This is an optimization exercise on Yosys and OpenROAD, whose aim is small area, a short achievable clock period and few clock cycles, not a production implementation.
At most, simulation tests tie the RTL to the original design; equivalence was not proved.
No functional check of the RTL was part of runs 1 to 5.
Power figures rest on the tool's default switching activity, not on a simulated workload.

===== design/flow/design.v =====
module fifo_conv_top(
input clk,
input rst,
input data_valid,
input [7:0] data_i,
output wire idle,
output wire done,
output wire [15:0] data_o,
output wire conv_done
);
assign idle = 1'b1;
reg [7:0] x;           
reg acc;               
reg [7:0] h0, h1;      
reg [2:0] col;         
reg [2:0] row;         
reg signed [8:0] dq;
reg signed [10:0] pq;
reg emit;
reg signed [8:0] q0, q1, q2, q3, q4, q5;
reg signed [10:0] out_r;
reg vld_r, done_r;
wire signed [8:0] d = {1'b0, x} - {1'b0, h0};
wire last_col = (col == 3'd4);
wire upd = acc && (col[2] || col[1]);    
always @(posedge clk) begin
  x <= data_i;
  dq <= d;
  pq <= q0 + (q3 <<< 1);
  out_r <= pq + dq;
  if (acc) begin
    h1 <= x;
    h0 <= h1;
  end
  if (upd) begin
    q0 <= q1; q1 <= q2; q2 <= q3; q3 <= q4; q4 <= q5; q5 <= d;
  end
  if (rst) begin
    acc <= 1'b0;
    col <= 3'd0;
    row <= 3'd0;
    emit <= 1'b0;
    vld_r <= 1'b0;
    done_r <= 1'b0;
  end else begin
    acc <= data_valid;
    emit <= upd && (row[2] || row[1]);
    vld_r <= emit;
    done_r <= (row == 3'd5);
    if (acc) begin
      col <= last_col ? 3'd0 : col + 3'd1;
      if (last_col && row != 3'd5) row <= row + 3'd1;
    end
  end
end
assign data_o = {{5{out_r[10]}}, out_r};
assign conv_done = vld_r;
assign done = done_r;
endmodule

===== design/flow/constraint.sdc =====
create_clock -name core_clock -period 5.0 [get_ports {clk}]
set_input_delay 1.0000 -clock core_clock [delete_from_list [all_inputs] [get_ports {clk}]]
set_output_delay 1.0000 -clock core_clock [all_outputs]
set_load 0.01 [all_outputs]

===== design/flow/config.mk =====
export PLATFORM = sky130hd
export DESIGN_NAME = fifo_conv_top
export DESIGN_NICKNAME = fifo_conv_top
export VERILOG_FILES = /design/flow/design.v
export SDC_FILE = /design/flow/constraint.sdc
export NUM_CORES = 4
export LEC_CHECK = 0
export CAP_MARGIN = 20
export CORE_MARGIN = 2
export CORE_UTILIZATION = 40
export CTS_BUF_LIST = sky130_fd_sc_hd__clkbuf_8
export CTS_CLUSTER_DIAMETER = 150
export CTS_CLUSTER_SIZE = 40
export SETUP_SLACK_MARGIN = 2.9
export SLEW_MARGIN = 20

===== design/flow/run.sh =====
#!/bin/bash
# synth_recipe.tcl (not shown) runs the flow's synth.tcl, then flattens the netlist and writes it again
# the make line also repeats each setting of config.mk as NAME=value (left out here)
make -C /OpenROAD-flow-scripts/flow DESIGN_CONFIG=/design/flow/config.mk WORK_HOME=/design/flow/orfs CLKGATE_MAP_FILE= SYNTH_SCRIPT=/design/flow/synth_recipe.tcl finish

==> summary.txt, run 1 <==
Run status
  – Outcome: finished clean

Worst setup path
  – CP Cell Sequence: dlygate4sd2_1
  – CP Buf/Inv Count: 1
  – Type of element capturing the critical path: output pin
  – Worst endpoint data arrival time: 1.06 ns
  – Delay-heaviest family, CP: flip-flops
  – CP peak stage delay: 0.37 ns
  – Crit path kind: flop to output pin
  – Critical Path RT: 4.00 ns
  – Max stage delay cell, worst path: dfxtp_2
  – R2R Setup Slk: 3.02 ns
  – CP startpoint kind: flop
  – CP max FO: 6

Synth
  – Yosys warnings: 1
  – Unique masters post-synth: 40
  – Post-synthesis mux area share: 0.00221
  – Largest family of logic cells by synthesized area: adder cells
  – Mapped Area: 4520 um^2
  – Synth Area in XOR/XNOR: 0.0426
  – Post-Syn Nets: 369
  – #FFs+latches synth: 119
  – Sequential-to-total area share from yosys stat: 0.682
  – Syn Inst Count: 324
  – Synth Area in Simple Gates: 0.0703
  – Mapped Avg Cell Area: 14.0 um^2
  – Compound-Gate Fraction of Synth Area: 0.0692
  – Adder-cell share of the synthesized area: 0.0991

Placed design
  – Post-detail-place hpwl: 4350 um
  – Pre-CTS setup slack: 2.91 ns
  – Gpl congestion: 0.764
  – # port buffers: 28

Drt
  – Via count: 2408
  – Routed Wire Length: 6510 um
  – Drt pass-1 iters: 6
  – DRC: 0
  – Detailed Route Iter0 Violations: 162
  – Drt wl/cell: 12.6 um
  – ANT nets after route: 0
  – Vias per Instance: 4.65

Floorplan
  – I/O Pins: 30
  – Core Box Area: 10900 um^2
  – # rows: 38
  – Die Width: 110 um
  – Die height: 110 um
  – Die area: 12200 um^2
  – Starting Density: 0.414

STA
  – Slew Viols, Final: 0
  – Slew margin rel.: 0.570
  – RSZ-0062 raised after global routing: true
  – Final setup vio count: 0
  – F_max: 486 MHz
  – Final min period: 2.06 ns
  – Setup ws final: 2.94 ns
  – Fin Setup TNS: 0 ns
  – Worst Tran Pin Value: 0.645 ns
  – Skew final: 0.0129 ns
  – Final hold violation count: 0
  – Period utilization: 0.412

GRT
  – Largest net degree at the start of global routing: 56
  – Vias in the first global route: 2269
  – First-pass GRT wire length: 10300 um
  – GRT overflow: 0
  – Initial antenna violation count: 0
  – All-Layer GR Usage: 0.117

Clock tree
  – Worst skew pair latency: 0.41 ns
  – CTS tree: done
  – CTS H-Tree Depth: 4
  – Worst-case clock buffer depth: 2
  – Worst-path clk slew: 0.08 ns
  – CTS Root Cell: clkbuf_8
  – CTS sink cnt: 119
  – Total CTS buffers: 17
  – Hold Buf Count CTS: 0

Power and ir drop
  – VDD IR max: 218 uV
  – Leakage power total: 2.10 nW
  – Total power: 2.23 mW
  – Power per cell area: 418 nW/um^2

Finish
  – Area of the multi-input gates: 1290 um^2
  – Nets: 410
  – Fillers: 959
  – Number of diodes: 0
  – Area growth from synthesis to layout: 17.9%
  – Layout cells sized above 1: 0.127
  – Sequential cell area: 3090 um^2

Job
  – Max-cap violations: 0

Hold path
  – Worst Hold Class: flop to flop
## report_power, final
group	internal, mW	switching (mW)
Sequential	1.09	0.0293
Combinational	0.107	0.115
Clock	0.517	0.372
## path summary, 6_finish.rpt
path / from / to / cells after the start
max: out_r[10] / data_o[14] / 1
min: q0[0] / pq[0] / 0
max reg2reg: x[0] / q5[8] / 8
min reg2reg: q0[0] / pq[0] / 0
## flip-flops by register name, summed over array words and instances, names as in the netlist, 8 cells and up
signal  flops
dq          9
h0          8
h1          8
out_r      11
pq         11
q0          9
q1          9
q2          9
q3          9
q4          9
q5          9
x           8
## Yosys cell counts (all sizes together)
| cell | count | area [um^2] |
|---|---|---|
| edfxtp | 70 | 2100 |
| dfxtp | 49 | 981 |
| ha | 31 | 388 |
| inv | 28 | 105 |
| nor2 | 22 | 82.6 |
| a21oi | 18 | 101 |
| xnor2 | 16 | 140 |
| nand2 | 14 | 52.6 |
| o21ai | 9 | 52.6 |
| buf | 6 | 45.0 |
| nand3 | 6 | 35.0 |
| nor3 | 6 | 30.0 |
| xor2 | 6 | 52.6 |
| nor2b | 5 | 38.8 |
| o21a | 4 | 30.0 |
| a31oi | 3 | 18.8 |
| and3 | 3 | 18.8 |
| fa | 3 | 60.1 |
| o2111ai | 3 | 32.5 |
| or2 | 3 | 18.8 |
| a211oi | 2 | 15.0 |
| a21o | 2 | 15.0 |
| and2 | 2 | 12.5 |
| nand2b | 2 | 12.5 |
| a211o | 1 | 8.76 |
| and4 | 1 | 8.76 |
| clkbuf | 1 | 3.75 |
| conb | 1 | 3.75 |
| mux2i | 1 | 10.0 |
| nor3b | 1 | 7.51 |
| o211ai | 1 | 7.51 |
| o21bai | 1 | 7.51 |
| o22ai | 1 | 6.26 |
| o311a | 1 | 10.0 |
| o31ai | 1 | 7.51 |
## cell usage in the layout, fill, tap and decap left out, drive strengths merged, types with 7 or more instances in the layout
cell type / count
xnor2: 16
nand2: 14
dlygate4sd2: 16
dfxtp: 49
clkinv: 7
edfxtp: 70
clkbuf: 20
ha: 31
inv: 30
o21ai: 9
a21oi: 18
clkdlybuf4s50: 10
nor2: 22
## layer usage
metal  vias to the layer above  GRT usage  wire length, um  share of wire
met4                         0     0.0518              101          0.016
li1                       1215          -                -              -
met1                      1132      0.149             3190           0.49
met3                        11     0.0494              241          0.037
met5                         -          0                0              0
met2                        50      0.176             2970           0.46
## metrics by stage
stage | hold WS [ns] | utilization | cells | instance area (um^2)
2_1_floorplan | 0.323 | - | 324 | 4520
4_1_cts | 0.362 | 0.488 | 518 | 5330
6_report | 0.368 | 0.488 | 518 | 5330
5_1_grt | 0.374 | 0.488 | 518 | 5330
3_5_place_dp | 0.346 | 0.451 | 486 | 4940
3_3_place_gp | 0.333 | 0.451 | 486 | 4940
## area by class of cell
class | instances | area share
Clock inverter | 13 | 0.0289
Clock buffer | 19 | 0.0490
Inverter | 28 | 0.0197
Tap cell | 140 | 0.0328
Multi-Input combinational cell | 170 | 0.242
Sequential cell | 119 | 0.579
Timing Repair Buffer | 29 | 0.0493
## what timing repair did
item,4_1_cts,5_1_grt
setup buffers,0,0
setup endpoints to repair,62,9
gates resized for setup,21,3
## cell families (layout without fill, tap and decap cells)
logic type / count (synthesis) / after routing
buf+inv: 35 / 89
flops: 119 / 119
mux: 1 / 1
simple gates: 65 / 65
fa+ha+maj: 34 / 34
xor+xnor: 22 / 22
other cells: 1 / 1
compound gates: 47 / 47
==> run 2: changes to the inputs <==
--- a/design/flow/config.mk
+++ b/design/flow/config.mk
@@ -8,8 +8,7 @@
 export CAP_MARGIN = 20
 export CORE_MARGIN = 2
 export CORE_UTILIZATION = 40
-export CTS_BUF_LIST = sky130_fd_sc_hd__clkbuf_8
-export CTS_CLUSTER_DIAMETER = 150
-export CTS_CLUSTER_SIZE = 40
+export CTS_BUF_LIST = sky130_fd_sc_hd__clkbuf_2 sky130_fd_sc_hd__clkbuf_4
+export CTS_CLUSTER_SIZE = 20
 export SETUP_SLACK_MARGIN = 2.9
 export SLEW_MARGIN = 20
==> run 2 against run 1 <==
Against the previous run:
- sequential share of layout area rose by 2.2 points
- first-iteration DRC count rose by 4.3%
- utilization fell by 1.6 points
- via count fell by 0.75%
- design area fell by 3.3%
- clock-buffer cell count fell by 1
- critical path type unchanged
- critical endpoint unchanged
==> summary.txt, run 2 <==
Clock tree
  – Worst-case clock buffer depth: 2
  – Setup Fix Bufs, Post-CTS: 0
  – Hold Buf Count CTS: 0
  – CTS tree: done
  – CTS H-Tree Depth: 4
  – Total CTS buffers: 17
  – CTS sink cnt: 119
  – # resized after CTS: 62
  – Worst-path clk slew: 0.12 ns
  – CTS Root Cell: clkbuf_4
  – Worst skew pair latency: 0.49 ns

Floorplan
  – Die area: 12200 um^2
  – Core Box Area: 10900 um^2
  – Starting Density: 0.414
  – I/O Pins: 30
  – Die Width: 110 um
  – Die height: 110 um
  – # rows: 38

Synth
  – Syn Inst Count: 324
  – Prevailing post-synth register cell: edfxtp_1
  – Top cells by area, synth: edfxtp_1 (46%), dfxtp_1 (22%), ha_1 (8.6%)
  – Mapped Area: 4520 um^2
  – Sequential-to-total area share from yosys stat: 0.682
  – Post-Syn Nets: 369
  – Top cells by count, synth: edfxtp_1 (70), dfxtp_1 (49), ha_1 (31)
  – Unique masters post-synth: 40
  – #FFs+latches synth: 119
  – Yosys warnings: 1
  – Post-synth EDFFs: 70
  – Mapped Avg Cell Area: 14.0 um^2
  – Most frequent cell after synthesis: edfxtp_1
  – Synth area leader: edfxtp_1
  – Yosys top cell area share: 0.465
  – Async S/R FF share, synth: 0

Worst setup path
  – CP max FO: 6
  – Max stage delay cell, worst path: dfxtp_4
  – CP startpoint kind: flop
  – CP peak stage delay: 0.39 ns
  – CP Buf/Inv Count: 1
  – Crit path kind: flop to output pin
  – Critical Path RT: 4.00 ns
  – Worst endpoint data arrival time: 1.02 ns
  – Delay-heaviest family, CP: flip-flops
  – Type of element capturing the critical path: output pin
  – CP Cell Sequence: buf_2

Drt
  – Routed Wire Length: 6470 um
  – Drt pass-1 iters: 4
  – Via count: 2390
  – Vias per Instance: 4.61
  – DRC: 0
  – Drt wl/cell: 12.5 um
  – ANT nets after route: 0
  – Detailed Route Iter0 Violations: 169

STA
  – Skew final: 0.0262 ns
  – Fin Setup TNS: 0 ns
  – F_max: 496 MHz
  – Worst Tran Pin Value: 0.647 ns
  – Period utilization: 0.403
  – Slew Viols, Final: 0
  – Final setup vio count: 0
  – Final min period: 2.02 ns
  – Slew margin rel.: 0.569
  – Final hold violation count: 0
  – Worst hold slack: 0.376 ns
  – RSZ-0062 raised after global routing: true

Run status
  – Outcome: finished clean

Placed design
  – Gpl congestion: 0.764
  – # port buffers: 28
  – Post-detail-place hpwl: 4350 um
  – Placed instance count: 486

Power and ir drop
  – Leakage power total: 2.02 nW
  – VDD IR max: 237 uV
  – Total power: 2.03 mW
  – Power per cell area: 394 nW/um^2

Finish
  – Post-route insts no fill: 518
  – Most common cell after layout, fill and taps aside: edfxtp_1
  – Most frequent cells in the layout: edfxtp_1 (70), dfxtp_1 (41), ha_1 (31)
  – Nets: 410
  – Final core occ: 0.471
  – Top flop regs: out_r x11, pq x11
  – Number of diodes: 0
  – Layout cells sized above 1: 0.185
  – Area growth from synthesis to layout: 14.0%

GRT
  – Largest net degree at the start of global routing: 56
  – All-Layer GR Usage: 0.118
  – Vias in the first global route: 2264
  – GRT overflow: 0
  – Initial antenna violation count: 0
  – First-pass GRT wire length: 10300 um

Job
  – Max-cap violations: 0

Hold path
  – Worst Hold Class: flop to flop
run 2: changes by cell type in the layout (fill, tap and decap cells not counted), sizes merged:
cell,change
buf,+12
clkbuf,+4
clkdlybuf4s15,-1
clkinv,+2
dlygate4sd2,-16
inv,-1
run 2: cell type report:
cell class,count,area [um^2]
Sequential cell,119,3100
Tap cell,140,175
Clock buffer,18,135
Multi-Input combinational cell,170,1290
Clock inverter,14,158
Timing Repair Buffer,29,198
Fill cell,990,5780
Inverter,28,105
run 2: per-stage QoR:
step,area (um^2),setup slack (ns)
6_report,5150,2.98
5_1_grt,5150,2.88
4_1_cts,5200,2.90
3_5_place_dp,4940,2.91
3_3_place_gp,4940,2.96
2_1_floorplan,4520,2.99
run 2: logic make-up after synthesis:
logic type | after synthesis | synth area share
DFF | 119 | 0.682
AOI/OAI and AO/OA | 47 | 0.0692
and+or+nand+nor | 65 | 0.0703
buffers and inverters | 35 | 0.0340
muxes | 1 | 0.00221
adders and majority gates | 34 | 0.0991
xor gates and xnor gates | 22 | 0.0426
other | 1 | 0.000829
run 2: routing by layer:
| metal | global-route usage | part of all wire | vias up |
|---|---|---|---|
| met5 | 0 | 0 | - |
| met4 | 0.0643 | 0.019 | 0 |
| met3 | 0.0453 | 0.042 | 13 |
| met2 | 0.175 | 0.45 | 48 |
| met1 | 0.148 | 0.49 | 1110 |
| li1 | - | - | 1219 |
run 2: power by group:
part           switching [mW]  internal (mW)
Combinational           0.116         0.0963
Sequential             0.0295           1.09
Clock                   0.351          0.348
run 2: path summary, 6_finish.rpt:
| check | from | endpoint | slack (ns) | cells after the start |
|---|---|---|---|---|
| worst min register to register | q0[0] | pq[0] | 0.38 | 0 |
| worst min-delay path | q0[0] | pq[0] | 0.38 | 0 |
| worst max-delay path | out_r[10] | data_o[14] | 2.98 | 1 |
| worst max register to register | x[0] | q5[8] | 3.01 | 8 |
==> run 3: changes to the inputs <==
--- a/design/flow/config.mk
+++ b/design/flow/config.mk
@@ -8,7 +8,6 @@
 export CAP_MARGIN = 20
 export CORE_MARGIN = 2
 export CORE_UTILIZATION = 40
-export CTS_BUF_LIST = sky130_fd_sc_hd__clkbuf_2 sky130_fd_sc_hd__clkbuf_4
-export CTS_CLUSTER_SIZE = 20
+export CTS_BUF_LIST = sky130_fd_sc_hd__clkbuf_4 sky130_fd_sc_hd__clkbuf_8
 export SETUP_SLACK_MARGIN = 2.9
 export SLEW_MARGIN = 20
==> run 3 against run 2 <==
Against the previous run:
- utilization increased by 1.7 points
- worst hold slack got worse by 0.0086 ns
- clock power increased by 28%
- sequential power about the same
- critical path type unchanged
- flip-flop and latch count unchanged
==> summary.txt, run 3 <==
Synth
  – Async S/R FF share, synth: 0
  – Yosys top cell area share: 0.465
  – Most frequent cell after synthesis: edfxtp_1
  – Mapped Area: 4520 um^2
  – Post-synth EDFFs: 70
  – Top cells by area, synth: edfxtp_1 (46%), dfxtp_1 (22%), ha_1 (8.6%)
  – #FFs+latches synth: 119
  – Unique masters post-synth: 40
  – Synth area leader: edfxtp_1
  – Yosys warnings: 1
  – Post-Syn Nets: 369
  – Syn Inst Count: 324
  – Top cells by count, synth: edfxtp_1 (70), dfxtp_1 (49), ha_1 (31)
  – Prevailing post-synth register cell: edfxtp_1
  – Mapped Avg Cell Area: 14.0 um^2
  – Sequential-to-total area share from yosys stat: 0.682

Floorplan
  – Core Box Area: 10900 um^2
  – # rows: 38
  – Die area: 12200 um^2
  – Die height: 110 um
  – Die Width: 110 um
  – I/O Pins: 30
  – Starting Density: 0.414

Worst setup path
  – R2r startpoint: x[0]
  – CP Cell Sequence: dlygate4sd2_1
  – Crit path kind: flop to output pin
  – Delay-heaviest family, CP: flip-flops
  – Max stage delay cell, worst path: dfxtp_2
  – CP startpoint: out_r[10]
  – Type of element capturing the critical path: output pin
  – Critical Path RT: 4.00 ns
  – Worst endpoint data arrival time: 1.06 ns
  – CP startpoint kind: flop
  – CP peak stage delay: 0.37 ns
  – CP Buf/Inv Count: 1
  – CP max FO: 6

STA
  – RSZ-0062 raised after global routing: true
  – Worst hold slack: 0.368 ns
  – Final setup vio count: 0
  – F_max: 486 MHz
  – Slew margin rel.: 0.570
  – Fin Setup TNS: 0 ns
  – Period utilization: 0.412
  – Final min period: 2.06 ns
  – Worst Tran Pin Value: 0.644 ns
  – Skew final: 0.0127 ns
  – Final hold violation count: 0
  – Slew Viols, Final: 0
  – Setup ws final: 2.94 ns

Placed design
  – Pre-CTS setup slack: 2.91 ns
  – Gpl congestion: 0.764
  – Area after DPL: 4940 um^2
  – # port buffers: 28
  – Placed instance count: 486
  – Post-detail-place hpwl: 4350 um

Finish
  – Fillers: 957
  – Most common cell after layout, fill and taps aside: edfxtp_1
  – Area growth from synthesis to layout: 18.0%
  – Sequential cell area: 3090 um^2
  – Final core occ: 0.488
  – Number of diodes: 0
  – Area of the multi-input gates: 1290 um^2
  – Nets: 410
  – Layout cells sized above 1: 0.130
  – Post-layout instance area: 5340 um^2
  – Post-route insts no fill: 518
  – Top flop regs: out_r x11, pq x11
  – Most frequent cells in the layout: edfxtp_1 (70), dfxtp_1 (47), ha_1 (31)

Clock tree
  – CTS Root Cell: clkbuf_8
  – Worst-case clock buffer depth: 2
  – Total CTS buffers: 17
  – Worst-path clk slew: 0.08 ns
  – Worst skew pair latency: 0.41 ns
  – CTS H-Tree Depth: 4
  – CTS tree: done
  – CTS sink cnt: 119
  – Hold Buf Count CTS: 0

GRT
  – Initial antenna violation count: 0
  – Largest net degree at the start of global routing: 56
  – First-pass GRT wire length: 10300 um
  – Vias in the first global route: 2269
  – All-Layer GR Usage: 0.117
  – GRT overflow: 0

Job
  – Max-cap violations: 0

Drt
  – Routed Wire Length: 6500 um
  – Vias per Instance: 4.64
  – Drt pass-1 iters: 6
  – Detailed Route Iter0 Violations: 162
  – Drt wl/cell: 12.6 um
  – DRC: 0
  – ANT nets after route: 0
  – Via count: 2405

Hold path
  – Worst Hold Class: flop to flop
  – Hold_sp: q0[0]

Run status
  – Outcome: finished clean

Power and ir drop
  – VDD IR max: 218 uV
  – Leakage power total: 2.10 nW
  – Power per cell area: 419 nW/um^2
  – Total power: 2.24 mW
[run 3: logic make-up (layout without fill, tap and decap cells)]
| family | count (synthesis) | after routing | synth area share |
|---|---|---|---|
| xor gates and xnor gates | 22 | 22 | 0.0426 |
| AOI/OAI and AO/OA | 47 | 47 | 0.0692 |
| buffers and inverters | 35 | 89 | 0.0340 |
| other | 1 | 1 | 0.000829 |
| and+or+nand+nor | 65 | 65 | 0.0703 |
| adders and majority gates | 34 | 34 | 0.0991 |
| muxes | 1 | 1 | 0.00221 |
| DFF | 119 | 119 | 0.682 |
[run 3: what timing repair did]
item                                    in CTS  in global routing
gates cloned                                 0                  0
setup buffers                                0                  0
hold endpoints to repair                     0                  0
gates resized for setup                     21                  3
endpoints found under the setup margin      62                  9
[run 3: report_power, final]
group	total, mW	leakage [nW]	switching, mW	internal [mW]
Sequential	1.12	1.05	0.0293	1.09
Combinational	0.223	0.833	0.115	0.107
Clock	0.896	0.216	0.372	0.524
[run 3: path summary, 6_finish.rpt]
path                                   end  slack, ns  cells after the start
worst max-delay path            data_o[14]       2.94                      1
worst min-delay path                 pq[0]       0.37                      0
worst max register to register       q5[8]       3.02                      8
worst min register to register       pq[0]       0.37                      0
[run 3: layout make-up]
cell class                 count  share of cell area
inverter                      28              0.0197
tap                          140              0.0328
multi-input combinational    170               0.242
clock inverter                12              0.0281
timing repair buffer          29              0.0492
clock buffer                  20              0.0504
sequential                   119               0.578
[run 3: routing by layer]
| layer | track usage | share of wire | up-vias |
|---|---|---|---|
| met3 | 0.0494 | 0.036 | 11 |
| met1 | 0.149 | 0.49 | 1131 |
| li1 | - | - | 1215 |
| met4 | 0.0518 | 0.016 | 0 |
| met5 | 0 | 0 | - |
| met2 | 0.176 | 0.46 | 48 |
==> run 4: changes to the inputs <==
--- a/design/flow/design.v
+++ b/design/flow/design.v
@@ -14,37 +14,35 @@
 reg [7:0] h0, h1;      
 reg [2:0] col;         
 reg [2:0] row;         
-reg signed [8:0] dq;
-reg signed [10:0] pq;
-reg emit;
+reg signed [8:0] dq;   
+reg upd, emit;         
 reg signed [8:0] q0, q1, q2, q3, q4, q5;
 reg signed [10:0] out_r;
 reg vld_r, done_r;
-wire signed [8:0] d = {1'b0, x} - {1'b0, h0};
 wire last_col = (col == 3'd4);
-wire upd = acc && (col[2] || col[1]);    
 always @(posedge clk) begin
   x <= data_i;
-  dq <= d;
-  pq <= q0 + (q3 <<< 1);
-  out_r <= pq + dq;
+  dq <= {1'b0, x} - {1'b0, h0};
+  out_r <= q0 + (q3 <<< 1) + dq;
   if (acc) begin
     h1 <= x;
     h0 <= h1;
   end
   if (upd) begin
-    q0 <= q1; q1 <= q2; q2 <= q3; q3 <= q4; q4 <= q5; q5 <= d;
+    q0 <= q1; q1 <= q2; q2 <= q3; q3 <= q4; q4 <= q5; q5 <= dq;
   end
   if (rst) begin
     acc <= 1'b0;
     col <= 3'd0;
     row <= 3'd0;
+    upd <= 1'b0;
     emit <= 1'b0;
     vld_r <= 1'b0;
     done_r <= 1'b0;
   end else begin
     acc <= data_valid;
-    emit <= upd && (row[2] || row[1]);
+    upd <= acc && (col[2] || col[1]);
+    emit <= acc && (col[2] || col[1]) && (row[2] || row[1]);
     vld_r <= emit;
     done_r <= (row == 3'd5);
     if (acc) begin
--- a/design/flow/config.mk
+++ b/design/flow/config.mk
@@ -8,6 +8,5 @@
 export CAP_MARGIN = 20
 export CORE_MARGIN = 2
 export CORE_UTILIZATION = 40
-export CTS_BUF_LIST = sky130_fd_sc_hd__clkbuf_4 sky130_fd_sc_hd__clkbuf_8
-export SETUP_SLACK_MARGIN = 2.9
+export SETUP_SLACK_MARGIN = 3.2
 export SLEW_MARGIN = 20
==> run 4 against run 3 <==
Against the previous run:
- largest cell class unchanged
- clock-buffer cell count down 10
- sequential share of layout area increased by 1.5 points
- highest routed layer unchanged
- first-iteration DRC count is 55% lower
==> summary.txt, run 4 <==
Hold path
  – Hold_sp: q1[2]
  – Worst Hold Class: flop to flop
  – WHS Endpoint: q0[2]
  – Worst Hold Depth: 0

Floorplan
  – Die Width: 105 um
  – I/O Pins: 30
  – Core Box Area: 9860 um^2
  – # rows: 36
  – Starting Density: 0.416
  – Die height: 105 um
  – Die area: 11100 um^2

Clock tree
  – Total CTS buffers: 9
  – CTS tree: done
  – Worst-path clk slew: 0.10 ns
  – Worst skew pair latency: 0.36 ns
  – Worst-case clock buffer depth: 2
  – CTS H-Tree Depth: 3
  – CTS sink cnt: 109
  – CTS Root Cell: clkbuf_8

Synth
  – #FFs+latches synth: 109
  – Yosys warnings: 1
  – Mapped Avg Cell Area: 15.6 um^2
  – Top cells by area, synth: edfxtp_1 (51%), dfxtp_1 (19%), ha_1 (6.7%)
  – Top cells by count, synth: edfxtp_1 (70), dfxtp_1 (39), inv_1 (24)
  – Yosys top cell area share: 0.513
  – Mapped Area: 4100 um^2
  – Unique masters post-synth: 36
  – Most frequent cell after synthesis: edfxtp_1
  – Sequential-to-total area share from yosys stat: 0.703
  – Post-synth EDFFs: 70
  – Synth area leader: edfxtp_1
  – Prevailing post-synth register cell: edfxtp_1
  – Async S/R FF share, synth: 0
  – Syn Inst Count: 263
  – Post-Syn Nets: 307

STA
  – Worst Tran Pin Value: 0.648 ns
  – Slew margin rel.: 0.568
  – RSZ-0062 raised after global routing: true
  – Final min period: 2.28 ns
  – Skew final: 0.0114 ns
  – Slew Viols, Final: 0
  – Final setup vio count: 0
  – Final hold violation count: 0
  – F_max: 439 MHz
  – Fin Setup TNS: 0 ns
  – Period utilization: 0.455

Power and ir drop
  – Power per cell area: 380 nW/um^2
  – VDD IR max: 136 uV
  – Gate power share: 0.180
  – Sw frac: 0.252
  – Clock share of power: 0.253
  – Internal power: 1.39 mW
  – Sw Pwr: 0.467 mW
  – Flop pwr share: 0.567
  – Leakage power total: 1.84 nW

Run status
  – Outcome: finished clean

Finish
  – Reg with most FFs: out_r
  – Max reg flops: 11
  – Number of diodes: 0
  – Nets: 350
  – Post-route insts no fill: 444
  – Most frequent cells in the layout: edfxtp_1 (70), dfxtp_1 (33), inv_1 (20)
  – Layout cells sized above 1: 0.251
  – Post-layout instance area: 4880 um^2
  – Most common cell after layout, fill and taps aside: edfxtp_1
  – Area growth from synthesis to layout: 19.0%
  – Final core occ: 0.495

Worst setup path
  – Crit path kind: flop to flop
  – Worst endpoint data arrival time: 2.53 ns
  – Reg-to-Reg End: out_r[9]
  – CP peak stage delay: 0.47 ns
  – CP Cell Sequence: fa_1 > ha_2 > inv_2 > fa_2 > inv_2 > a21o_1 > a41o_2 > o41ai_4 > xnor2_1
  – Worst Reg-to-Reg Cells: 9
  – CP max FO: 2
  – R2r startpoint: q0[1]
  – Type of element capturing the critical path: flop
  – CP Buf/Inv Count: 2
  – Critical Path RT: 5.26 ns
  – Delay-heaviest family, CP: adder cells
  – Max stage delay cell, worst path: fa_1
  – R2R Setup Slk: 2.72 ns
  – Most used cell, CP: inv_2
  – CP startpoint kind: flop

GRT
  – GRT overflow: 0
  – Vias in the first global route: 1852
  – All-Layer GR Usage: 0.103
  – First-pass GRT wire length: 8690 um
  – Largest net degree at the start of global routing: 55
  – Initial antenna violation count: 0

Job
  – Max-cap violations: 0

Placed design
  – # port buffers: 28
  – Post-detail-place hpwl: 3400 um
  – Area after DPL: 4550 um^2
  – Gpl congestion: 0.730
  – Placed instance count: 418

Drt
  – ANT nets after route: 0
  – Drt pass-1 iters: 4
  – Drt wl/cell: 12.1 um
  – Via count: 1990
  – DRC: 0
  – Vias per Instance: 4.48
  – Routed Wire Length: 5390 um
  – Detailed Route Iter0 Violations: 73
## run 4: changes by cell type after synthesis, moves of 4 or more
cell,previous run,this run
a21oi_1,15,7
dfxtp_1,49,39
fa_1,3,11
ha_1,31,22
inv_1,28,24
nand2_1,14,7
nor2_1,22,18
o21ai_0,7,3
xnor2_1,16,12
## run 4: repair_timing
item                       CTS  global route
setup endpoints to repair   25            34
resized for setup           69            43
setup buffers                5             5
pin swaps                    8             9
hold buffers                 0             0
## run 4: cells by family (layout without fill, tap and decap cells)
| logic type | after synthesis | after routing | synth area share |
|---|---|---|---|
| adders and majority gates | 33 | 33 | 0.121 |
| muxes | 1 | 1 | 0.00244 |
| other | 1 | 1 | 0.000915 |
| AOI/OAI and AO/OA | 27 | 27 | 0.0525 |
| buffers and inverters | 31 | 79 | 0.0339 |
| DFF | 109 | 109 | 0.703 |
| and+or+nand+nor | 46 | 46 | 0.0543 |
| xor gates and xnor gates | 15 | 15 | 0.0320 |
## run 4: layout make-up
class	count	area (um^2)
inverters	24	90.1
clock inverters	6	38.8
flip-flops and latches	109	2890
well taps	133	166
repair buffers	39	334
multi-input cells	123	1230
clock buffers	10	128
fillers	841	4980
## run 4: metal layers
| layer | track usage | wire [um] |
|---|---|---|
| met5 | 0 | 0 |
| met4 | 0.0581 | 108 |
| met3 | 0.0297 | 198 |
| met2 | 0.146 | 2410 |
| met1 | 0.142 | 2680 |
## run 4: worst reg2reg max path, cell delays in order (launching register included)
cell and delay (ns):
edfxtp_1 0.41, fa_1 0.47, ha_2 0.21, inv_2 0.05
fa_2 0.21, inv_2 0.04, a21o_1 0.19, a41o_2 0.26
o41ai_4 0.23, xnor2_1 0.11
## run 4: through the flow
stage | total power, mW | hold WS [ns] | setup slack (ns)
finish | 1.85 | 0.425 | 2.72
detailed placement | 1.38 | 0.405 | 2.70
floorplan | 1.26 | 0.400 | 2.83
global placement | 1.37 | 0.401 | 2.71
CTS | 1.82 | 0.420 | 2.74
global route | 1.94 | 0.427 | 2.60
## run 4: worst max path at each step
stage / from / end / slack, ns / depth (start not counted)
detailed placement: q3[0] / out_r[9] / 2.70 / 9
global placement: q3[0] / out_r[9] / 2.71 / 9
floorplan: q0[1] / out_r[9] / 2.83 / 9
CTS: q3[1] / out_r[10] / 2.74 / 7
global route: q3[3] / out_r[10] / 2.60 / 7
finish: q0[1] / out_r[9] / 2.72 / 9
## run 4: power groups by stage
stage / Combinational (mW) / Clock (mW) / Sequential (mW)
floorplan: 0.183 / 0 / 1.08
global placement: 0.309 / 0 / 1.06
detailed placement: 0.313 / 0 / 1.07
CTS: 0.290 / 0.488 / 1.04
global route: 0.363 / 0.517 / 1.06
finish: 0.333 / 0.469 / 1.05
==> run 5: changes to the inputs <==
--- a/design/flow/config.mk
+++ b/design/flow/config.mk
@@ -8,5 +8,5 @@
 export CAP_MARGIN = 20
 export CORE_MARGIN = 2
 export CORE_UTILIZATION = 40
-export SETUP_SLACK_MARGIN = 3.2
+export SETUP_SLACK_MARGIN = 2.8
 export SLEW_MARGIN = 20
==> run 5 against run 4 <==
Against the previous run:
- design area is 2.2% lower
- global-route usage is 0.056 points lower
- synthesized area stayed put
- maximum frequency is 0.67% lower
- sequential share of layout area is 1.1 points higher
- via count is 0.95% lower
- setup slack worse by 0.015 ns
- die area stayed put
- total power is 1.2% higher
- cell count is 1.4% lower
- largest cell class unchanged
- flip-flop and latch count stayed put
- critical path type unchanged
- clock-buffer cell count stayed put
==> summary.txt, run 5 <==
Placed design
  – Pre-CTS setup slack: 2.70 ns
  – Gpl congestion: 0.733
  – # port buffers: 28
  – Post-detail-place hpwl: 3410 um

STA
  – Slew margin rel.: 0.410
  – Worst hold slack: 0.419 ns
  – Final setup vio count: 0
  – Period utilization: 0.458
  – Fin Setup TNS: 0 ns
  – F_max: 436 MHz
  – Slew Viols, Final: 0
  – Final min period: 2.29 ns
  – Skew final: 0.0139 ns
  – Final hold violation count: 0
  – Setup ws final: 2.71 ns
  – Worst Tran Pin Value: 0.884 ns
  – RSZ-0062 raised after global routing: true

Drt
  – Drt wl/cell: 11.9 um
  – Vias per Instance: 4.50
  – Routed Wire Length: 5220 um
  – Detailed Route Iter0 Violations: 57
  – Via count: 1971
  – Drt pass-1 iters: 4
  – ANT nets after route: 0
  – DRC: 0

Power and ir drop
  – Leakage power total: 1.81 nW
  – Power per cell area: 393 nW/um^2
  – VDD IR max: 159 uV

Synth
  – Post-synth EDFFs: 70
  – Most frequent cell after synthesis: edfxtp_1
  – Syn Inst Count: 263
  – Unique masters post-synth: 36
  – Prevailing post-synth register cell: edfxtp_1
  – #FFs+latches synth: 109
  – Top cells by count, synth: edfxtp_1 (70), dfxtp_1 (39), inv_1 (24)
  – Post-Syn Nets: 307
  – Top cells by area, synth: edfxtp_1 (51%), dfxtp_1 (19%), ha_1 (6.7%)
  – Mapped Area: 4100 um^2
  – Mapped Avg Cell Area: 15.6 um^2
  – Yosys warnings: 1
  – Sequential-to-total area share from yosys stat: 0.703
  – Yosys top cell area share: 0.513
  – Async S/R FF share, synth: 0
  – Synth area leader: edfxtp_1

Floorplan
  – I/O Pins: 30
  – Die height: 105 um
  – Die area: 11100 um^2
  – # rows: 36
  – Die Width: 105 um
  – Core Box Area: 9860 um^2
  – Starting Density: 0.416

Finish
  – Number of diodes: 0
  – Layout cells sized above 1: 0.111
  – Most frequent cells in the layout: edfxtp_1 (70), dfxtp_1 (37), inv_1 (22)
  – Area growth from synthesis to layout: 16.4%
  – Nets: 344
  – Fillers: 852
  – Reg with most FFs: out_r
  – Most common cell after layout, fill and taps aside: edfxtp_1
  – Max reg flops: 11

Clock tree
  – Total CTS buffers: 9
  – CTS Root Cell: clkbuf_8
  – Hold Buf Count CTS: 0
  – Worst-case clock buffer depth: 2
  – Worst skew pair latency: 0.37 ns
  – Worst-path clk slew: 0.11 ns
  – CTS tree: done
  – CTS H-Tree Depth: 3
  – CTS sink cnt: 109

Hold path
  – Worst Hold Class: flop to flop

Worst setup path
  – CP startpoint kind: flop
  – Crit path kind: flop to flop
  – Critical Path RT: 5.26 ns
  – Worst endpoint data arrival time: 2.55 ns
  – CP max FO: 2
  – Type of element capturing the critical path: flop

GRT
  – GRT overflow: 0
  – Initial antenna violation count: 0
  – Largest net degree at the start of global routing: 55
  – First-pass GRT wire length: 8690 um
  – All-Layer GR Usage: 0.102
  – Vias in the first global route: 1907

Run status
  – Outcome: finished clean

Job
  – Max-cap violations: 0
-- run 5: cell counts after synthesis --
Identical to the previous run, type by type.
-- run 5: worst paths after layout --
path	from	endpoint	slack, ns	depth (start not counted)
worst max-delay path	q3[0]	out_r[9]	2.71	9
worst min register to register	h1[3]	h0[3]	0.42	0
worst min-delay path	h1[3]	h0[3]	0.42	0
worst max register to register	q3[0]	out_r[9]	2.71	9
-- run 5: cell type report --
type	count	area [um^2]	share of cell area
clock buffers	10	128	0.0267
clock inverters	6	77.6	0.0162
inverters	24	90.1	0.0189
multi-input cells	123	1130	0.237
flip-flops and latches	109	2890	0.604
well taps	133	166	0.0349
repair buffers	33	295	0.0618
-- run 5: cell families (layout without fill, tap and decap cells) --
kind of cell	count (synthesis)	in the layout	synth area share
compound gates	27	27	0.0525
xor+xnor	15	15	0.0320
fa+ha+maj	33	33	0.121
buf+inv	31	73	0.0339
flops	109	109	0.703
mux	1	1	0.00244
other cells	1	1	0.000915
simple gates	46	46	0.0543
-- run 5: layer usage --
layer	part of all wire	wire length (um)	track usage
met1	0.50	2600	0.136
met3	0.040	210	0.0396
met4	0.013	68	0.0457
met2	0.45	2340	0.148
met5	0	0	0
-- run 5: through the flow --
step                      instance area (um^2)  instances  utilization  power [mW]
final                                     4770        438        0.484        1.88
after global routing                      4770        438        0.484        1.97
after CTS                                 4730        435        0.479        1.89
after detailed placement                  4530        418        0.459        1.38
after global placement                    4530        418        0.459        1.37
after floorplan                           4130        263            -        1.26
-- run 5: worst max-delay path: stages, from the launching register on --
cell and delay, ns:
edfxtp_1 0.43, fa_1 0.47, ha_2 0.20, inv_2 0.06
fa_2 0.21, inv_2 0.03, a21o_1 0.16, a41o_2 0.24
o41ai_4 0.29, xnor2_1 0.10
-- run 5: timing repair --
| action | 4_1_cts | 5_1_grt |
|---|---|---|
| setup buffers | 1 | 3 |
| cloned | 0 | 0 |
| pin swaps | 3 | 8 |
| setup endpoints to repair | 22 | 5 |
| gates resized for setup | 20 | 5 |
-- run 5: power breakdown --
group	total [mW]	internal (mW)	switching, mW
clock	0.544	0.243	0.301
sequential	1.04	1.01	0.0296
combinational	0.289	0.155	0.134
==> run 6: changes to the inputs <==
--- a/design/flow/design.v
+++ b/design/flow/design.v
@@ -14,35 +14,35 @@
 reg [7:0] h0, h1;      
 reg [2:0] col;         
 reg [2:0] row;         
-reg signed [8:0] dq;   
-reg upd, emit;         
+reg signed [10:0] pq;
+reg emit;
 reg signed [8:0] q0, q1, q2, q3, q4, q5;
 reg signed [10:0] out_r;
 reg vld_r, done_r;
+wire signed [8:0] d = {1'b0, x} - {1'b0, h0};
 wire last_col = (col == 3'd4);
+wire upd = acc && (col[2] || col[1]);    
 always @(posedge clk) begin
   x <= data_i;
-  dq <= {1'b0, x} - {1'b0, h0};
-  out_r <= q0 + (q3 <<< 1) + dq;
+  pq <= q0 + (q3 <<< 1);
+  out_r <= pq + q5;
   if (acc) begin
     h1 <= x;
     h0 <= h1;
   end
   if (upd) begin
-    q0 <= q1; q1 <= q2; q2 <= q3; q3 <= q4; q4 <= q5; q5 <= dq;
+    q0 <= q1; q1 <= q2; q2 <= q3; q3 <= q4; q4 <= q5; q5 <= d;
   end
   if (rst) begin
     acc <= 1'b0;
     col <= 3'd0;
     row <= 3'd0;
-    upd <= 1'b0;
     emit <= 1'b0;
     vld_r <= 1'b0;
     done_r <= 1'b0;
   end else begin
     acc <= data_valid;
-    upd <= acc && (col[2] || col[1]);
-    emit <= acc && (col[2] || col[1]) && (row[2] || row[1]);
+    emit <= upd && (row[2] || row[1]);
     vld_r <= emit;
     done_r <= (row == 3'd5);
     if (acc) begin
==> design/flow/flow/run.sh (new file) <==
#!/bin/bash
# Own layout flow: the standard flow (standard.sh, standard synthesis
# included) with a few extra ORFS settings read from flow/knobs.txt, one
# VAR=value per line. Each tool's full output stays in the ORFS logs under
# orfs/logs; make's own output goes to make_finish.log here.
set -euo pipefail
W=$(pwd)
knobs=()
if [[ -f flow/knobs.txt ]]; then
  while IFS= read -r line; do
    [[ -z "$line" || "$line" == \#* ]] && continue
    knobs+=("${line//@FLOW@/$W/flow}")
  done < flow/knobs.txt
fi
bash standard.sh "${knobs[@]}" finish > make_finish.log 2>&1
==> design/flow/flow/knobs.txt (new file) <==
# none
==> design/flow/standard.sh (new file) <==
#!/bin/bash
# synth_recipe.tcl (not shown) runs the flow's synth.tcl, then flattens the netlist and writes it again
# the make line also repeats each setting of config.mk as NAME=value (left out here)
make -C /OpenROAD-flow-scripts/flow DESIGN_CONFIG=/design/flow/config.mk WORK_HOME=/design/flow/orfs CLKGATE_MAP_FILE= SYNTH_SCRIPT=/design/flow/synth_recipe.tcl "${@:-finish}"
--- a/design/flow/config.mk
+++ b/design/flow/config.mk
@@ -8,5 +8,5 @@
 export CAP_MARGIN = 20
 export CORE_MARGIN = 2
 export CORE_UTILIZATION = 40
-export SETUP_SLACK_MARGIN = 2.8
+export SETUP_SLACK_MARGIN = 3.1
 export SLEW_MARGIN = 20
removed: design/flow/run.sh
==> run 6 against run 5 <==
Against the previous run:
- critical path depth down 2
- largest cell class unchanged
- via count increased by 19%
- global-route usage up 1.0 points
- cell count up 13%
- first-iteration DRC count grew 42%
- sequential share of layout area shrank 1.7 points
- design area grew 3.6%
- register-to-register slack better by 0.39 ns
- synthesized area up 6.0%
- clock-buffer cell count fell by 1
- clock skew shrank 0.0020 ns
==> summary.txt, run 6 <==
Run status
  – Outcome: finished clean

Floorplan
  – I/O Pins: 30
  – # rows: 38
  – Starting Density: 0.406
  – Core Box Area: 10700 um^2
  – Die Width: 108 um
  – Die height: 108 um
  – Die area: 11700 um^2

Finish
  – Most frequent cells in the layout: edfxtp_1 (70), dfxtp_1 (36), inv_1 (28), ha_1 (28), nor2_1 (23)
  – Most common cell after layout, fill and taps aside: edfxtp_1
  – Number of diodes: 0
  – Sequential cell area: 2910 um^2
  – Nets: 395
  – Fillers: 943
  – Layout cells sized above 1: 0.175
  – Area of the multi-input gates: 1330 um^2
  – Final core occ: 0.463
  – Area growth from synthesis to layout: 13.9%
  – Top flop regs: out_r x11, pq x11

Clock tree
  – Worst-path clk slew: 0.10 ns
  – CTS Root Cell: clkbuf_8
  – Worst skew pair latency: 0.35 ns
  – Hold Buf Count CTS: 0
  – Total CTS buffers: 9
  – CTS tree: done
  – CTS sink cnt: 110
  – Worst-case clock buffer depth: 2
  – CTS H-Tree Depth: 3

Power and ir drop
  – Leakage power total: 1.91 nW
  – VDD IR max: 145 uV
  – Total power: 1.65 mW
  – Power per cell area: 334 nW/um^2

Synth
  – Synth area leader: edfxtp_1
  – Prevailing post-synth register cell: edfxtp_1
  – Top cells by count, synth: edfxtp_1 (70), dfxtp_1 (40), ha_1 (31)
  – Yosys top cell area share: 0.484
  – Unique masters post-synth: 41
  – Post-Syn Nets: 360
  – Most frequent cell after synthesis: edfxtp_1
  – #FFs+latches synth: 110
  – Async S/R FF share, synth: 0
  – Top cells by area, synth: edfxtp_1 (48%), dfxtp_1 (18%), ha_1 (8.9%)
  – Yosys warnings: 1
  – Syn Inst Count: 315
  – Mapped Avg Cell Area: 13.8 um^2
  – Post-synth EDFFs: 70
  – Sequential-to-total area share from yosys stat: 0.668
  – Mapped Area: 4340 um^2

Worst setup path
  – Delay-heaviest family, CP: compound AO/OA/AOI/OAI gates
  – Crit path kind: flop to flop
  – R2r startpoint: h0[0]
  – Type of element capturing the critical path: flop
  – CP startpoint: h0[0]
  – Worst endpoint data arrival time: 2.02 ns
  – CP max FO: 3
  – Critical path endpoint: q5[8]
  – Levels on crit path: 7
  – CP startpoint kind: flop
  – CP Buf/Inv Count: 0
  – R2R Setup Slk: 3.10 ns
  – CP peak stage delay: 0.38 ns
  – Critical Path RT: 5.12 ns
  – Worst Reg-to-Reg Cells: 7
  – CP Cell Sequence: ha_2 > fa_2 > nor2b_4 > o21ai_2 > a21oi_2 > o21ai_2 > a211o_1
  – Most used cell, CP: o21ai_2
  – Max stage delay cell, worst path: edfxtp_1
  – Reg-to-Reg End: q5[8]

STA
  – Setup ws final: 3.10 ns
  – RSZ-0062 raised after global routing: true
  – Fin Setup TNS: 0 ns
  – Worst Tran Pin Value: 0.659 ns
  – Skew final: 0.0119 ns
  – Slew margin rel.: 0.561
  – Slew Viols, Final: 0
  – Period utilization: 0.380
  – Final hold violation count: 0
  – Final setup vio count: 0
  – F_max: 526 MHz
  – Final min period: 1.90 ns

Drt
  – Via count: 2339
  – Drt wl/cell: 12.6 um
  – Routed Wire Length: 6220 um
  – Drt pass-1 iters: 4
  – Vias per Instance: 4.73
  – DRC: 0
  – Detailed Route Iter0 Violations: 81
  – ANT nets after route: 0

GRT
  – Vias in the first global route: 2194
  – All-Layer GR Usage: 0.112
  – Largest net degree at the start of global routing: 29
  – Initial antenna violation count: 0
  – First-pass GRT wire length: 10000 um
  – GRT overflow: 0

Placed design
  – # port buffers: 28
  – Gpl congestion: 0.751
  – Post-detail-place hpwl: 4100 um
  – Pre-CTS setup slack: 2.93 ns

Job
  – Max-cap violations: 0

Hold path
  – Worst Hold Class: flop to flop
  – Worst Hold Depth: 0
[run 6: per-stage QoR]
stage	area, um^2	std cells	hold slack [ns]
floorplan	4350	315	0.323
global placement	4760	476	0.325
detailed placement	4760	476	0.345
CTS	4940	495	0.369
global route	4950	495	0.376
finish	4950	495	0.363
[run 6: area by class of cell]
type / instances / area share
well taps: 140 / 0.0354
repair buffers: 30 / 0.0427
clock inverters: 7 / 0.0192
clock buffers: 9 / 0.0250
inverters: 28 / 0.0212
flip-flops and latches: 110 / 0.588
multi-input cells: 171 / 0.269
[run 6: routing by layer]
layer  GRT usage  up-vias  wire [um]  part of all wire
li1            -     1174          -                 -
met1       0.147     1126       3010              0.48
met2       0.178       30       2930              0.47
met3      0.0344        9        186             0.030
met4      0.0394        0         99             0.016
met5           0        -          0                 0
[run 6: how the worst min path moves through the flow]
stage | slack (ns) | to | from
floorplan | 0.32 | pq[0] | q0[0]
global placement | 0.33 | pq[0] | q0[0]
detailed placement | 0.34 | pq[0] | q0[0]
CTS | 0.37 | pq[0] | q0[0]
global route | 0.38 | pq[0] | q0[0]
finish | 0.36 | pq[0] | q0[0]
[run 6: kinds of logic (layout without fill, tap and decap cells)]
logic type / count (synthesis) / in the layout / synth area share
simple gates: 65 / 65 / 0.0723
other cells: 1 / 1 / 0.000863
buf+inv: 35 / 74 / 0.0354
compound gates: 46 / 47 / 0.0709
flops: 110 / 110 / 0.668
xor+xnor: 22 / 22 / 0.0444
mux: 2 / 2 / 0.00490
fa+ha+maj: 34 / 34 / 0.103
[run 6: timing repair]
action	CTS	global route
gates cloned	1	0
resized for setup	72	12
hold endpoints to repair	0	0
endpoints found under the setup margin	77	13
pin swaps	2	5
setup buffers	2	0
[run 6: report_power, final]
group	internal, mW	total, mW	switching [mW]
sequential	0.983	0.995	0.0117
combinational	0.0416	0.0834	0.0419
clock	0.284	0.572	0.288
[run 6: worst reg2reg max path, delay by kind of cell (launching register included)]
| family | cells | cell delay [ns] |
|---|---|---|
| compound gates | 4 | 0.60 |
| fa+ha+maj | 2 | 0.56 |
| flops | 1 | 0.38 |
| simple gates | 1 | 0.12 |
Testbench counts of run 6, summed over its fixed seeds: cycles 1,624.
==> run 7: changes to the inputs <==
==> design/flow/flow/knobs.txt (replaced) <==
CTS_ARGS=-sink_clustering_enable -repair_clock_nets -buf_list sky130_fd_sc_hd__clkbuf_8 -sink_clustering_size 50 -sink_clustering_max_diameter 200 -dont_use_dummy_load
BUFFER_PORTS_ARGS=-buffer_cell sky130_fd_sc_hd__buf_1
==> run 7 against run 6 <==
Against the previous run:
- still clean on timing, DRC and antenna
- combinational power shrank 6.7%
- clock power is 29% lower
- synthesized area stayed put
- largest cell class unchanged
- largest power group unchanged
- highest routed layer unchanged
==> summary.txt, run 7 <==
Clock tree
  – Total CTS buffers: 9
  – Hold Buf Count CTS: 0
  – Worst-case clock buffer depth: 2
  – Worst-path clk slew: 0.09 ns
  – CTS sink cnt: 110
  – CTS tree: done
  – Worst skew pair latency: 0.36 ns
  – CTS Root Cell: clkbuf_8
  – CTS H-Tree Depth: 3

Synth
  – Post-synth EDFFs: 70
  – Most frequent cell after synthesis: edfxtp_1
  – Top cells by area, synth: edfxtp_1 (48%), dfxtp_1 (18%), ha_1 (8.9%)
  – Yosys warnings: 1
  – Yosys top cell area share: 0.484
  – Prevailing post-synth register cell: edfxtp_1
  – Syn Inst Count: 315
  – Mapped Avg Cell Area: 13.8 um^2
  – Top cells by count, synth: edfxtp_1 (70), dfxtp_1 (40), ha_1 (31)
  – Unique masters post-synth: 41
  – Synth area leader: edfxtp_1
  – Mapped Area: 4340 um^2
  – Async S/R FF share, synth: 0
  – Sequential-to-total area share from yosys stat: 0.668
  – #FFs+latches synth: 110
  – Post-Syn Nets: 360

Worst setup path
  – Most used cell, CP: o21ai_2
  – CP max FO: 3
  – CP Cell Sequence: ha_2 > fa_2 > nor2b_4 > o21ai_2 > a21oi_2 > o21ai_2 > a211o_1
  – Type of element capturing the critical path: flop
  – Worst endpoint data arrival time: 2.02 ns
  – Critical Path RT: 5.12 ns
  – Crit path kind: flop to flop
  – Max stage delay cell, worst path: edfxtp_1
  – CP startpoint kind: flop
  – CP peak stage delay: 0.37 ns

Drt
  – Routed Wire Length: 6000 um
  – Via count: 2254
  – DRC: 0
  – Vias per Instance: 4.63
  – Drt wl/cell: 12.3 um
  – Detailed Route Iter0 Violations: 64
  – Drt pass-1 iters: 4
  – ANT nets after route: 0

STA
  – Setup ws final: 3.11 ns
  – Skew final: 0.0165 ns
  – Period utilization: 0.379
  – F_max: 528 MHz
  – Final min period: 1.89 ns
  – Final hold violation count: 0
  – RSZ-0062 raised after global routing: true
  – Slew Viols, Final: 0
  – Fin Setup TNS: 0 ns
  – Slew margin rel.: 0.501
  – Worst Tran Pin Value: 0.748 ns
  – Worst hold slack: 0.357 ns
  – Final setup vio count: 0

Placed design
  – Placed instance count: 476
  – Pre-CTS setup slack: 2.90 ns
  – Post-detail-place hpwl: 4120 um
  – Gpl congestion: 0.800
  – # port buffers: 28

GRT
  – GRT overflow: 0
  – Met1 Track Usage GR: 0.150
  – Grt peak-use layer: met2
  – All-Layer GR Usage: 0.116
  – Vias in the first global route: 2220
  – GR Util met2: 0.180
  – Largest net degree at the start of global routing: 56
  – Grt met3 use: 0.0380
  – First-pass GRT wire length: 10200 um
  – Initial antenna violation count: 0

Finish
  – Layout cells sized above 1: 0.133
  – Sequential cell area: 2910 um^2
  – Most frequent cells in the layout: edfxtp_1 (70), dfxtp_1 (37), inv_1 (28), ha_1 (28), nor2_1 (23)
  – Final core occ: 0.447
  – Post-route insts no fill: 487
  – Nets: 394
  – Number of diodes: 0
  – Top flop regs: out_r x11, pq x11
  – Area growth from synthesis to layout: 9.99%
  – Fillers: 991
  – Most common cell after layout, fill and taps aside: edfxtp_1
  – Area of the multi-input gates: 1340 um^2

Power and ir drop
  – VDD IR max: 236 uV
  – Leakage power total: 1.80 nW
  – Power per cell area: 309 nW/um^2

Run status
  – Outcome: finished clean

Floorplan
  – I/O Pins: 30
  – Core Box Area: 10700 um^2
  – Die height: 108 um
  – Die area: 11700 um^2
  – Die Width: 108 um
  – Starting Density: 0.406
  – # rows: 38

Job
  – Max-cap violations: 0

Hold path
  – Worst Hold Class: flop to flop
-- run 7: cell types whose count changed in the layout (fill, tap and decap cells not counted), sizes merged --
| cell | previous run | this run |
|---|---|---|
| o21a | 5 | 4 |
| buf | 20 | 24 |
| clkinvlp | 1 | 0 |
| bufinv | 2 | 0 |
| clkdlybuf4s50 | 10 | 0 |
| clkinv | 2 | 0 |
| clkbuf | 9 | 15 |
| inv | 30 | 28 |
-- run 7: critical path: cells and delay by family (launching register included) --
kind	cells	cell delay (ns)
compound gates	4	0.59
fa+ha+maj	2	0.57
flops	1	0.37
simple gates	1	0.13
-- run 7: final cells by class --
type / instances / area share
Clock buffer: 9 / 0.0259
Timing Repair Buffer: 30 / 0.0272
Inverter: 28 / 0.0220
Tap cell: 140 / 0.0367
Sequential cell: 110 / 0.609
Multi-Input combinational cell: 170 / 0.279
-- run 7: kinds of logic (layout without fill, tap and decap cells) --
family          count (synthesis)  count (layout)  synth area share
flops                         110             110             0.668
simple gates                   65              65            0.0723
compound gates                 46              46            0.0709
buf+inv                        35              67            0.0354
fa+ha+maj                      34              34             0.103
xor+xnor                       22              22            0.0444
mux                             2               2           0.00490
other cells                     1               1          0.000863
-- run 7: report_power, final --
group	internal [mW]	switching, mW
Combinational	0.0359	0.0420
Clock	0.162	0.244
Sequential	0.983	0.0115
-- run 7: final timing paths --
kind | startpoint | end | slack, ns | cells after the start
min | q0[0] | pq[0] | 0.36 | 0
max reg2reg | h0[0] | q5[8] | 3.11 | 7
max | h0[0] | q5[8] | 3.11 | 7
min reg2reg | q0[0] | pq[0] | 0.36 | 0
-- run 7: routing by layer --
metal / vias to the layer above / routed length (um)
met5: - / 0
met1: 1052 / 2860
met4: 0 / 128
met3: 11 / 191
met2: 23 / 2820
li1: 1168 / -
-- run 7: per-stage QoR --
stage	area, um^2	power, mW
after floorplan	4350	1.07
after global placement	4590	1.09
after detailed placement	4590	1.09
after CTS	4740	1.50
after global routing	4780	1.54
final	4780	1.48
-- run 7: repair_timing --
item | CTS | global route
setup endpoints to repair | 64 | 15
setup buffers | 2 | 0
gates resized for setup | 7 | 15
pin swaps | 2 | 5
endpoints found under the hold margin | 0 | 0
==> run 8: changes to the inputs <==
==> design/flow/flow/knobs.txt (replaced) <==
CTS_ARGS=-sink_clustering_enable -repair_clock_nets -buf_list sky130_fd_sc_hd__clkbuf_8 -sink_clustering_size 50 -sink_clustering_max_diameter 200 -dont_use_dummy_load
==> run 8 against run 7 <==
Against the previous run:
- via count up 2.2%
- synthesized area unchanged
- sequential share of layout area down 1.1 points
- clock-buffer cell count unchanged
- critical path type unchanged
- highest routed layer unchanged
==> summary.txt, run 8 <==
GRT
  – Vias in the first global route: 2213
  – GRT overflow: 0
  – All-Layer GR Usage: 0.113
  – First-pass GRT wire length: 10100 um
  – Largest net degree at the start of global routing: 29
  – Initial antenna violation count: 0

Drt
  – ANT nets after route: 0
  – Drt wl/cell: 12.8 um
  – Drt pass-1 iters: 4
  – Vias per Instance: 4.72
  – Detailed Route Iter0 Violations: 63
  – Via count: 2303
  – DRC: 0
  – Routed Wire Length: 6250 um

Synth
  – Most frequent cell after synthesis: edfxtp_1
  – Mapped Avg Cell Area: 13.8 um^2
  – Post-Syn Nets: 360
  – #FFs+latches synth: 110
  – Unique masters post-synth: 41
  – Sequential-to-total area share from yosys stat: 0.668
  – Post-synth EDFFs: 70
  – Yosys warnings: 1
  – Prevailing post-synth register cell: edfxtp_1
  – Syn Inst Count: 315
  – Top cells by count, synth: edfxtp_1 (70), dfxtp_1 (40), ha_1 (31)
  – Async S/R FF share, synth: 0
  – Synth area leader: edfxtp_1
  – Mapped Area: 4340 um^2
  – Yosys top cell area share: 0.484
  – Top cells by area, synth: edfxtp_1 (48%), dfxtp_1 (18%), ha_1 (8.9%)

Hold path
  – Worst Hold Class: flop to flop

Clock tree
  – Worst-case clock buffer depth: 2
  – Worst skew pair latency: 0.35 ns
  – CTS tree: done
  – CTS Root Cell: clkbuf_8
  – Hold Buf Count CTS: 0
  – CTS H-Tree Depth: 3
  – Total CTS buffers: 9
  – Worst-path clk slew: 0.10 ns
  – CTS sink cnt: 110

Finish
  – Area growth from synthesis to layout: 12.0%
  – Final core occ: 0.455
  – Layout cells sized above 1: 0.170
  – Most frequent cells in the layout: edfxtp_1 (70), dfxtp_1 (34), inv_1 (28), ha_1 (28), nor2_1 (23)
  – Fillers: 960
  – Top flop regs: out_r x11, pq x11
  – Most common cell after layout, fill and taps aside: edfxtp_1
  – Number of diodes: 0
  – Post-route insts no fill: 488
  – Nets: 395

STA
  – Period utilization: 0.383
  – Final hold violation count: 0
  – Slew margin rel.: 0.547
  – F_max: 522 MHz
  – Worst Tran Pin Value: 0.679 ns
  – Fin Setup TNS: 0 ns
  – Skew final: 0.0227 ns
  – Final min period: 1.91 ns
  – Slew Viols, Final: 0
  – RSZ-0062 raised after global routing: true
  – Final setup vio count: 0

Placed design
  – Placed instance count: 476
  – # port buffers: 28
  – Gpl congestion: 0.751
  – Post-detail-place hpwl: 4100 um

Floorplan
  – Die height: 108 um
  – Starting Density: 0.406
  – I/O Pins: 30
  – Die Width: 108 um
  – Die area: 11700 um^2
  – # rows: 38
  – Core Box Area: 10700 um^2

Worst setup path
  – Crit path kind: flop to flop
  – Type of element capturing the critical path: flop
  – Critical Path RT: 5.10 ns
  – Worst endpoint data arrival time: 2.01 ns
  – CP max FO: 3
  – CP startpoint kind: flop

Power and ir drop
  – Total power: 1.49 mW
  – Power per cell area: 305 nW/um^2
  – VDD IR max: 133 uV
  – Leakage power total: 1.86 nW

Job
  – Max-cap violations: 0

Run status
  – Outcome: finished clean
==> run 8: cell counts after synthesis <==
No cell type changed its count.
==> run 8: critical path: stages (launching register included) <==
cell	delay, ns
edfxtp_1	0.38
ha_2	0.19
fa_2	0.37
nor2b_4	0.12
o21ai_2	0.06
a21oi_2	0.20
o21ai_2	0.08
a211o_1	0.25
==> run 8: cell type report <==
type                       count  area [um^2]  share of cell area
clock buffer                   9          124              0.0255
inverter                      28          105              0.0216
timing repair buffer          30          211              0.0435
tap                          140          175              0.0360
sequential                   110         2910               0.598
multi-input combinational    171         1340               0.275
==> run 8: kinds of logic (layout without fill, tap and decap cells) <==
group / count (synthesis) / count (layout) / share of synthesized area
other cells: 1 / 1 / 0.000863
xor+xnor: 22 / 22 / 0.0444
compound gates: 46 / 47 / 0.0709
buf+inv: 35 / 67 / 0.0354
flops: 110 / 110 / 0.668
simple gates: 65 / 65 / 0.0723
fa+ha+maj: 34 / 34 / 0.103
mux: 2 / 2 / 0.00490
==> run 8: per-layer routing <==
layer	global-route usage	up-vias	part of all wire
met3	0.0271	10	0.021
met1	0.147	1098	0.49
met2	0.183	25	0.47
li1	-	1170	-
met5	0	-	0
met4	0.0476	0	0.017
==> run 8: worst paths after layout <==
check             slack [ns]  startpoint  cells after the start     to
setup / recovery        3.09       h0[0]                      7  q5[8]
hold / removal          0.36       q0[0]                      0  pq[0]
setup reg to reg        3.09       h0[0]                      7  q5[8]
hold reg to reg         0.36       q0[0]                      0  pq[0]
==> run 8: repair_timing <==
item                       CTS  global route
setup endpoints to repair   77            17
setup buffers                2             0
gates resized for setup     61            22
pin swaps                    4             5
gates cloned                 1             0
==> run 8: per-stage QoR <==
step | setup slack, ns | area [um^2] | hold WS (ns)
after CTS | 3.00 | 4880 | 0.369
final | 3.09 | 4860 | 0.364
after global routing | 2.96 | 4860 | 0.376
after global placement | 2.97 | 4760 | 0.325
after detailed placement | 2.93 | 4760 | 0.345
after floorplan | 3.16 | 4350 | 0.323
==> run 8: power by group <==
part / internal (mW) / switching (mW) / total, mW
registers: 0.984 / 0.0118 / 0.996
logic: 0.0417 / 0.0420 / 0.0837
clock network: 0.162 / 0.244 / 0.407
==> run 9: changes to the inputs <==
==> design/flow/flow/knobs.txt (replaced) <==
CTS_ARGS=-sink_clustering_enable -repair_clock_nets -buf_list sky130_fd_sc_hd__clkbuf_8 -sink_clustering_size 50 -sink_clustering_max_diameter 200 -dont_use_dummy_load
BUFFER_PORTS_ARGS=-buffer_cell sky130_fd_sc_hd__buf_1
--- a/design/flow/config.mk
+++ b/design/flow/config.mk
@@ -7,6 +7,6 @@
 export LEC_CHECK = 0
 export CAP_MARGIN = 20
 export CORE_MARGIN = 2
-export CORE_UTILIZATION = 40
+export CORE_UTILIZATION = 60
 export SETUP_SLACK_MARGIN = 3.1
 export SLEW_MARGIN = 20
==> run 9 against run 8 <==
Against the previous run:
- via count is 3.0% lower
- highest routed layer unchanged
- sequential power hardly changed
- largest cell class unchanged
- die area is 32% lower
- clock skew is 0.0048 ns higher
- flip-flop and latch count stayed put
- utilization is 22 points higher
- first-iteration DRC count is 41% higher
- synthesized cell count stayed put
==> summary.txt, run 9 <==
GRT
  – All-Layer GR Usage: 0.167
  – Vias in the first global route: 2127
  – Initial antenna violation count: 0
  – Largest net degree at the start of global routing: 29
  – GRT overflow: 0
  – First-pass GRT wire length: 9760 um

Worst setup path
  – Critical Path RT: 5.10 ns
  – R2r startpoint: h0[0]
  – CP max FO: 3
  – R2R Setup Slk: 3.09 ns
  – Reg-to-Reg End: q5[8]
  – Worst Reg-to-Reg Cells: 7
  – CP startpoint kind: flop
  – Worst endpoint data arrival time: 2.01 ns
  – Crit path kind: flop to flop
  – Type of element capturing the critical path: flop

Clock tree
  – CTS H-Tree Depth: 3
  – Total CTS buffers: 9
  – CTS Root Cell: clkbuf_8
  – CTS tree: done
  – CTS sink cnt: 110
  – Worst-case clock buffer depth: 2
  – Worst-path clk slew: 0.08 ns
  – Hold Buf Count CTS: 0
  – Worst skew pair latency: 0.37 ns

Drt
  – ANT nets after route: 0
  – Via count: 2234
  – DRC: 0
  – Detailed Route Iter0 Violations: 89
  – Vias per Instance: 4.99
  – Drt wl/cell: 13.7 um
  – Routed Wire Length: 6130 um
  – Drt pass-1 iters: 4

STA
  – Period utilization: 0.383
  – RSZ-0062 raised after global routing: true
  – Final min period: 1.91 ns
  – Skew final: 0.0275 ns
  – Final hold violation count: 0
  – Fin Setup TNS: 0 ns
  – F_max: 522 MHz
  – Final setup vio count: 0
  – Worst Tran Pin Value: 0.610 ns
  – Slew margin rel.: 0.593
  – Setup ws final: 3.09 ns
  – Slew Viols, Final: 0

Power and ir drop
  – VDD IR max: 210 uV
  – Power per cell area: 310 nW/um^2
  – Leakage power total: 1.82 nW

Finish
  – Top flop regs: out_r x11, pq x11
  – Sequential cell area: 2910 um^2
  – Area growth from synthesis to layout: 10.3%
  – Post-layout instance area: 4790 um^2
  – Most common cell after layout, fill and taps aside: edfxtp_1
  – Fillers: 553
  – Area of the multi-input gates: 1360 um^2
  – Number of diodes: 0
  – Most frequent cells in the layout: edfxtp_1 (70), dfxtp_1 (37), inv_1 (28), ha_1 (28), nor2_1 (23)
  – Final core occ: 0.671
  – Post-route insts no fill: 448
  – Layout cells sized above 1: 0.132
  – Nets: 396

Placed design
  – Post-detail-place hpwl: 3880 um
  – Area after DPL: 4530 um^2
  – # port buffers: 28
  – Gpl congestion: 0.784
  – Placed instance count: 435
  – Pre-CTS setup slack: 2.94 ns

Synth
  – Syn Inst Count: 315
  – #FFs+latches synth: 110
  – Yosys top cell area share: 0.484
  – Prevailing post-synth register cell: edfxtp_1
  – Top cells by area, synth: edfxtp_1 (48%), dfxtp_1 (18%), ha_1 (8.9%)
  – Synth area leader: edfxtp_1
  – Post-Syn Nets: 360
  – Top cells by count, synth: edfxtp_1 (70), dfxtp_1 (40), ha_1 (31)
  – Sequential-to-total area share from yosys stat: 0.668
  – Unique masters post-synth: 41
  – Most frequent cell after synthesis: edfxtp_1
  – Yosys warnings: 1
  – Post-synth EDFFs: 70
  – Mapped Area: 4340 um^2
  – Async S/R FF share, synth: 0
  – Mapped Avg Cell Area: 13.8 um^2

Floorplan
  – Die area: 7940 um^2
  – Starting Density: 0.609
  – Die Width: 89.1 um
  – I/O Pins: 30
  – Core Box Area: 7140 um^2
  – # rows: 31
  – Die height: 89.1 um

Hold path
  – Worst Hold Class: flop to flop
  – WHS Endpoint: q3[7]
  – Hold_sp: q4[7]
  – Worst Hold Depth: 0

Job
  – Max-cap violations: 0

Run status
  – Outcome: finished clean
run 9: cell types whose count changed in the layout (fill, tap and decap cells not counted), sizes merged:
cell / before / now
clkdlybuf4s50: 10 / 0
clkbuf: 14 / 9
buf: 15 / 31
run 9: kinds of logic after synthesis:
family,Yosys count,share of synthesized area
AO/OA/AOI/OAI,46,0.0709
AND/OR/NAND/NOR,65,0.0723
adder cells (fa/ha/maj),34,0.103
buffers and inverters,35,0.0354
flip-flops,110,0.668
multiplexers,2,0.00490
other,1,0.000863
XOR/XNOR,22,0.0444
run 9: worst max path at each step:
stage          start  endpoint  slack (ns)  cells after the start
2_1_floorplan  h0[0]     q5[8]        3.16                      7
3_3_place_gp     acc     q0[0]        2.96                      1
3_5_place_dp     acc     q0[0]        2.94                      1
4_1_cts         x[0]     q5[8]        3.06                      8
5_1_grt        h0[0]     q5[8]        2.99                      7
6_report       h0[0]     q5[8]        3.09                      7
run 9: final cells by class:
cell class,count,share of cell area
repair buffers,31,0.0361
well taps,99,0.0259
clock buffers,9,0.0259
multi-input cells,171,0.283
flip-flops and latches,110,0.607
inverters,28,0.0219
run 9: report_power, final:
part	switching, mW	leakage [nW]	internal, mW
registers	0.0130	0.971	0.983
logic	0.0422	0.784	0.0396
clock network	0.242	0.0647	0.162
total	0.297	1.82	1.18
run 9: what timing repair did:
action,in CTS,in global routing
setup buffers,2,1
endpoints found under the hold margin,0,0
endpoints found under the setup margin,64,12
pin swaps,1,3
gates cloned,1,0
resized for setup,3,30
run 9: critical path, cell delays in order (launching register included):
cell      delay, ns
edfxtp_1       0.37
ha_2           0.19
fa_2           0.37
nor2b_4        0.13
o21ai_2        0.07
a21oi_2        0.20
o21ai_2        0.08
a211o_1        0.25
run 9: per-stage QoR:
| step | hold slack [ns] | power, mW |
|---|---|---|
| finish | 0.418 | 1.48 |
| detailed placement | 0.401 | 1.09 |
| global placement | 0.401 | 1.09 |
| floorplan | 0.323 | 1.07 |
| CTS | 0.418 | 1.49 |
| global route | 0.428 | 1.55 |
run 9: routing by layer:
layer,share of wire,GRT usage,wire length (um)
met1,0.50,0.211,3070
met2,0.46,0.270,2810
met3,0.025,0.0499,151
met4,0.016,0.0692,101
met5,0,0,0

Setup slack of run 9, layout unchanged: 3.086 ns with ideal ports, 3.086 ns with driving cells assumed (clock clkbuf_16, inputs buf_2), 3.086 ns with port delays also shifted by the 0.383 ns mid clock arrival.
